Source: an optimization exercise on an open RTL-to-GDS flow (aim: small area). Production flows keep margins and buffers that such runs may drop.
The RTL was checked by simulation tests, not by an equivalence proof against the original design.
Power is estimated from default activity; no workload was simulated.

==> flow/design.v (excerpt) <==
module top_module (
    input  wire         clk,
    input  wire         rst,
    input  wire         white_turn,
    input  wire [7:0]   col_in,
    output reg  [2:0]   row_addr,
    output reg          row_addr_en,
    output wire [255:0] piece_values,
    output reg          move_executed,
    output reg          invalid_move,
    output reg  [2:0]   start_row,
    output reg  [2:0]   start_col,
    output reg  [2:0]   end_row,
    output reg  [2:0]   end_col,
    output reg  [3:0]   lifted_piece
);
    reg  [3:0] div;       
    reg        running;   
    reg  [7:0] col_d;     
    wire [63:0] sn;       
    wire row_step = (div == 4'd1) & running;
    always @(posedge clk or posedge rst) begin
        if (rst) begin
            div         <= 4'd0;
            running     <= 1'b0;
            row_addr    <= 3'd0;
            row_addr_en <= 1'b1;
        end else begin
            div         <= div + 4'd1;
            running     <= running | (div == 4'd15);
            row_addr_en <= 1'b0;
            if (row_step)
                row_addr <= row_addr + 3'd1;
        end
    end
    always @(posedge clk)
        col_d <= col_in;
    genvar gr, gc;
    wire [7:0] row_we = {8{row_step}} & (8'd1 << row_addr);
    generate
        for (gr = 0; gr < 8; gr = gr + 1) begin : srow
            for (gc = 0; gc < 8; gc = gc + 1) begin : scol
                reg q;
                assign sn[gr*8+gc] = q;
                if (gr == 7 && gc == 0) begin : rbit
                    always @(posedge clk or posedge rst)
                        if (rst)
                            q <= 1'b1;
                        else if (row_we[gr])
                            q <= col_d[gc];
                end else begin : nbit
                    always @(posedge clk)
                        if (row_we[gr])
                            q <= col_d[gc];
                end
            end
        end
    endgenerate
    wire match = (sn == 64'h0000_FFFF_FFFF_0000);
    localparam [2:0] S_IDLE_C = 3'd0;   
    localparam [2:0] S_IDLE_M = 3'd1;   
    localparam [2:0] S_DL     = 3'd2;
  ...
export LEC_CHECK = 0
export ABC_AREA = 1
export CAP_MARGIN = 10
export CORE_MARGIN = 2
export CORE_UTILIZATION = 55
export SLEW_MARGIN = 10
create_clock -name core_clock -period 12.0 [get_ports {clk}]
standard.sh (not shown) runs the stock make flow with config.mk's settings and CLKGATE_MAP_FILE= SYNTH_SCRIPT=/design/flow/synth_recipe.tcl, a recipe that flattens the netlist after the stock synthesis.
==> flow/flow/run.sh <==
#!/bin/bash
# Own layout flow: the standard flow (standard.sh) with three changes that
# only affect how the layout is made:
#  1. Yosys's ABC step maps the logic with an area-oriented script
#     (flow/abc_area.script) instead of ORFS's, and adders are left to ABC
#     instead of being mapped to half/full-adder cells; the rest of the
#     synthesis, and so every register, is the standard one.
#  2. Ports are buffered with the smallest buffer (buf_1).
#  3. Clock tree synthesis without dummy loads, with smaller buffers and
#     larger sink clusters.
# Each step's full output goes to a log file in this folder.
set -euo pipefail
w=$(pwd)
rm -rf "$w/sd"
cp -r "$FLOW_HOME/scripts" "$w/sd"
cp "$w/flow/abc_area.script" "$w/sd/abc_area.script"
export SCRIPTS_DIR="$w/sd"
export ABC_AREA=1
export ADDER_MAP_FILE=
bash standard.sh synth > "$w/synth.log" 2>&1
export BUFFER_PORTS_ARGS="-buffer_cell sky130_fd_sc_hd__buf_1"
export CTS_ARGS="-sink_clustering_enable -repair_clock_nets -dont_use_dummy_load -sink_clustering_size 10 -sink_clustering_max_diameter 60 -buf_list {sky130_fd_sc_hd__clkbuf_8}"
bash standard.sh finish > "$w/layout.log" 2>&1
==> flow/flow/abc_area.script <==
&get -n
&st
&dch -f
&nf -R 1000
&put
topo
Rerun with:
--- a/flow/design.v
+++ b/flow/design.v
@@ -64,36 +64,57 @@
     localparam [2:0] S_WP     = 3'd4;
     localparam [2:0] S_WPS    = 3'd5;
     localparam [2:0] S_VAL    = 3'd6;
     localparam [2:0] S_IW     = 3'd7;
     reg        proc;        
     reg  [2:0] st;
     reg  [5:0] idx;         
     reg        cap_valid;
     reg  [5:0] cap_idx;
     wire [255:0] board;
     assign piece_values = board;
-    wire [3:0] bsel  = board[idx*4 +: 4];
+    wire [7:0] ic = 8'd1 << idx[2:0];
+    wire [7:0] ir = 8'd1 << idx[5:3];
+    wire [39:0] rowsel;    
+    wire [4:0] sel;
+    genvar gm, gn;
+    generate
+        for (gm = 0; gm < 8; gm = gm + 1) begin : mrow
+            wire [39:0] t;
+            for (gn = 0; gn < 8; gn = gn + 1) begin : mcol
+                assign t[gn*5 +: 5] = {sn[gm*8+gn], board[(gm*8+gn)*4 +: 4]} & {5{ic[gn]}};
+            end
+            assign rowsel[gm*5 +: 5] = t[0 +: 5] | t[5 +: 5] | t[10 +: 5] | t[15 +: 5] |
+                                       t[20 +: 5] | t[25 +: 5] | t[30 +: 5] | t[35 +: 5];
+        end
+    endgenerate
+    assign sel = (rowsel[0 +: 5] & {5{ir[0]}}) | (rowsel[5 +: 5] & {5{ir[1]}}) |
+                 (rowsel[10 +: 5] & {5{ir[2]}}) | (rowsel[15 +: 5] & {5{ir[3]}}) |
+                 (rowsel[20 +: 5] & {5{ir[4]}}) | (rowsel[25 +: 5] & {5{ir[5]}}) |
+                 (rowsel[30 +: 5] & {5{ir[6]}}) | (rowsel[35 +: 5] & {5{ir[7]}});
+    wire [3:0] bsel  = sel[3:0];
     wire       occ_x = bsel[0] | bsel[1] | bsel[2];    
-    wire       sens_x = ~sn[idx];
+    wire       sens_x = ~sel[4];
     wire [5:0] sidx  = {start_row, start_col};
     wire       at_start = (idx == sidx);
     wire [2:0] sr = start_row, sc = start_col;
     wire [2:0] er = idx[5:3],  ec = idx[2:0];
-    wire [2:0] adr = (sr > er) ? (sr - er) : (er - sr);
-    wire [2:0] adc = (sc > ec) ? (sc - ec) : (ec - sc);
-    wire hz = (sr == er);
-    wire vt = (sc == ec);
+    wire [3:0] dr = {1'b0, er} - {1'b0, sr};
+    wire [3:0] dc = {1'b0, ec} - {1'b0, sc};
+    wire [2:0] adr = dr[3] ? (3'd0 - dr[2:0]) : dr[2:0];
+    wire [2:0] adc = dc[3] ? (3'd0 - dc[2:0]) : dc[2:0];
+    wire hz = (dr == 4'd0);
+    wire vt = (dc == 4'd0);
     wire dg = (adr == adc);
-    wire up_r = (er > sr);
-    wire up_c = (ec > sc);
+    wire up_r = ~dr[3];
+    wire up_c = ~dc[3];
     wire same_sign = (up_r == up_c);
     wire [3:0] d1 = {1'b0, sr} - {1'b0, sc} + 4'd7;   
     wire [3:0] d2 = {1'b0, sr} + {1'b0, sc};          
     wire hv = hz | vt;
     wire [7:0] rb, cb;
     wire [14:0] on1, on2;
     genvar gk;
     generate
         for (gk = 0; gk < 8; gk = gk + 1) begin : rc
             assign rb[gk] = (gk > sr && gk < er) || (gk > er && gk < sr) || (hz && sr == gk);
             assign cb[gk] = (gk > sc && gk < ec) || (gk > ec && gk < sc) || (vt && sc == gk);
@@ -110,24 +131,24 @@
                 wire occ = board[(gr*8+gc)*4] | board[(gr*8+gc)*4+1] | board[(gr*8+gc)*4+2];
                 assign blk[gr*8+gc] = occ & rb[gr] & cb[gc] & (on1[gr-gc+7] | on2[gr+gc]);
             end
         end
     endgenerate
     wire clear = ~|blk;
     wire dest_ok = !occ_x || (bsel[3] == white_turn);
     wire knight  = (adr == 3'd2 && adc == 3'd1) || (adr == 3'd1 && adc == 3'd2);
     wire king    = (adr <= 3'd1) && (adc <= 3'd1);
     wire rook    = (hz || vt) && clear;
     wire bishop  = dg && clear;
-    wire w_fwd1  = ({1'b0, er} + 4'd1) == {1'b0, sr};
-    wire b_fwd1  = ({1'b0, sr} + 4'd1) == {1'b0, er};
+    wire w_fwd1  = (dr == 4'hF);
+    wire b_fwd1  = (dr == 4'h1);
     wire pawn_w  = white_turn && lifted_piece == 4'h1 &&
                    ((w_fwd1 && vt && !occ_x) ||
                     (sr == 3'd6 && er == 3'd4 && vt && !occ_x && clear) ||
                     (w_fwd1 && adc == 3'd1 && occ_x && bsel[3]));
     wire pawn_b  = !white_turn && lifted_piece == 4'hF &&
                    ((b_fwd1 && vt && !occ_x) ||
                     (sr == 3'd1 && er == 3'd3 && vt && !occ_x && clear) ||
                     (b_fwd1 && adc == 3'd1 && occ_x && !bsel[3]));
     reg rule_ok;
     always @* begin
         case (lifted_piece)
After rerunning: Register-to-register slack gets better by 670 ps. Worst setup slack gains 670 ps. First-iteration DRC count came out lower by 0.47%. Worst hold slack gains 16 ps. Area after synthesis is lower by 2.3%. Via count went down by 3.6%. Utilization goes down by 0.51 points. Count of clock-buffer cells in the layout is higher by 1. Final area goes down by 1.8%. Global-route usage hardly moves. Critical path depth drops by 5. Final cell count falls by 2.3%. Power goes down by 7.3%. Sequential power is about the same.

what the ideal ports hide:
The flow's constraints put no driver on any port. The routed layouts listed below were extracted and timed again, unchanged, in two steps.
Step 1 (the two cells are an assumption about what drives the block):
set clk [get_ports {clk}]
set_driving_cell -lib_cell sky130_fd_sc_hd__clkbuf_16 $clk
set_driving_cell -lib_cell sky130_fd_sc_hd__buf_2 [delete_from_list [all_inputs] $clk]
Step 2 times the ports against the registers' clock, not the clock port: input delays grow and output delays shrink by t, the midpoint of the rising clock arrivals with the driver on.
Slacks: no drivers / after step 1 / after step 2; pairs: no drivers / after step 1.
| run | shift t [ns] | setup WS [ns] | hold WS [ns] | slew at the worst register clock pin (ns) | worst slew at a driven data input, ns |
|---|---|---|---|---|---|
| the first run | 0.613 | 5.288 / 5.288 / 5.288 | 0.483 / 0.483 / 0.483 | 0.08 / 0.08 | 0.03 |
| the second run | 0.613 | 5.960 / 5.960 / 5.960 | 0.499 / 0.499 / 0.499 | 0.08 / 0.08 | 0.03 |
After both steps setup and hold are still met in every run listed.
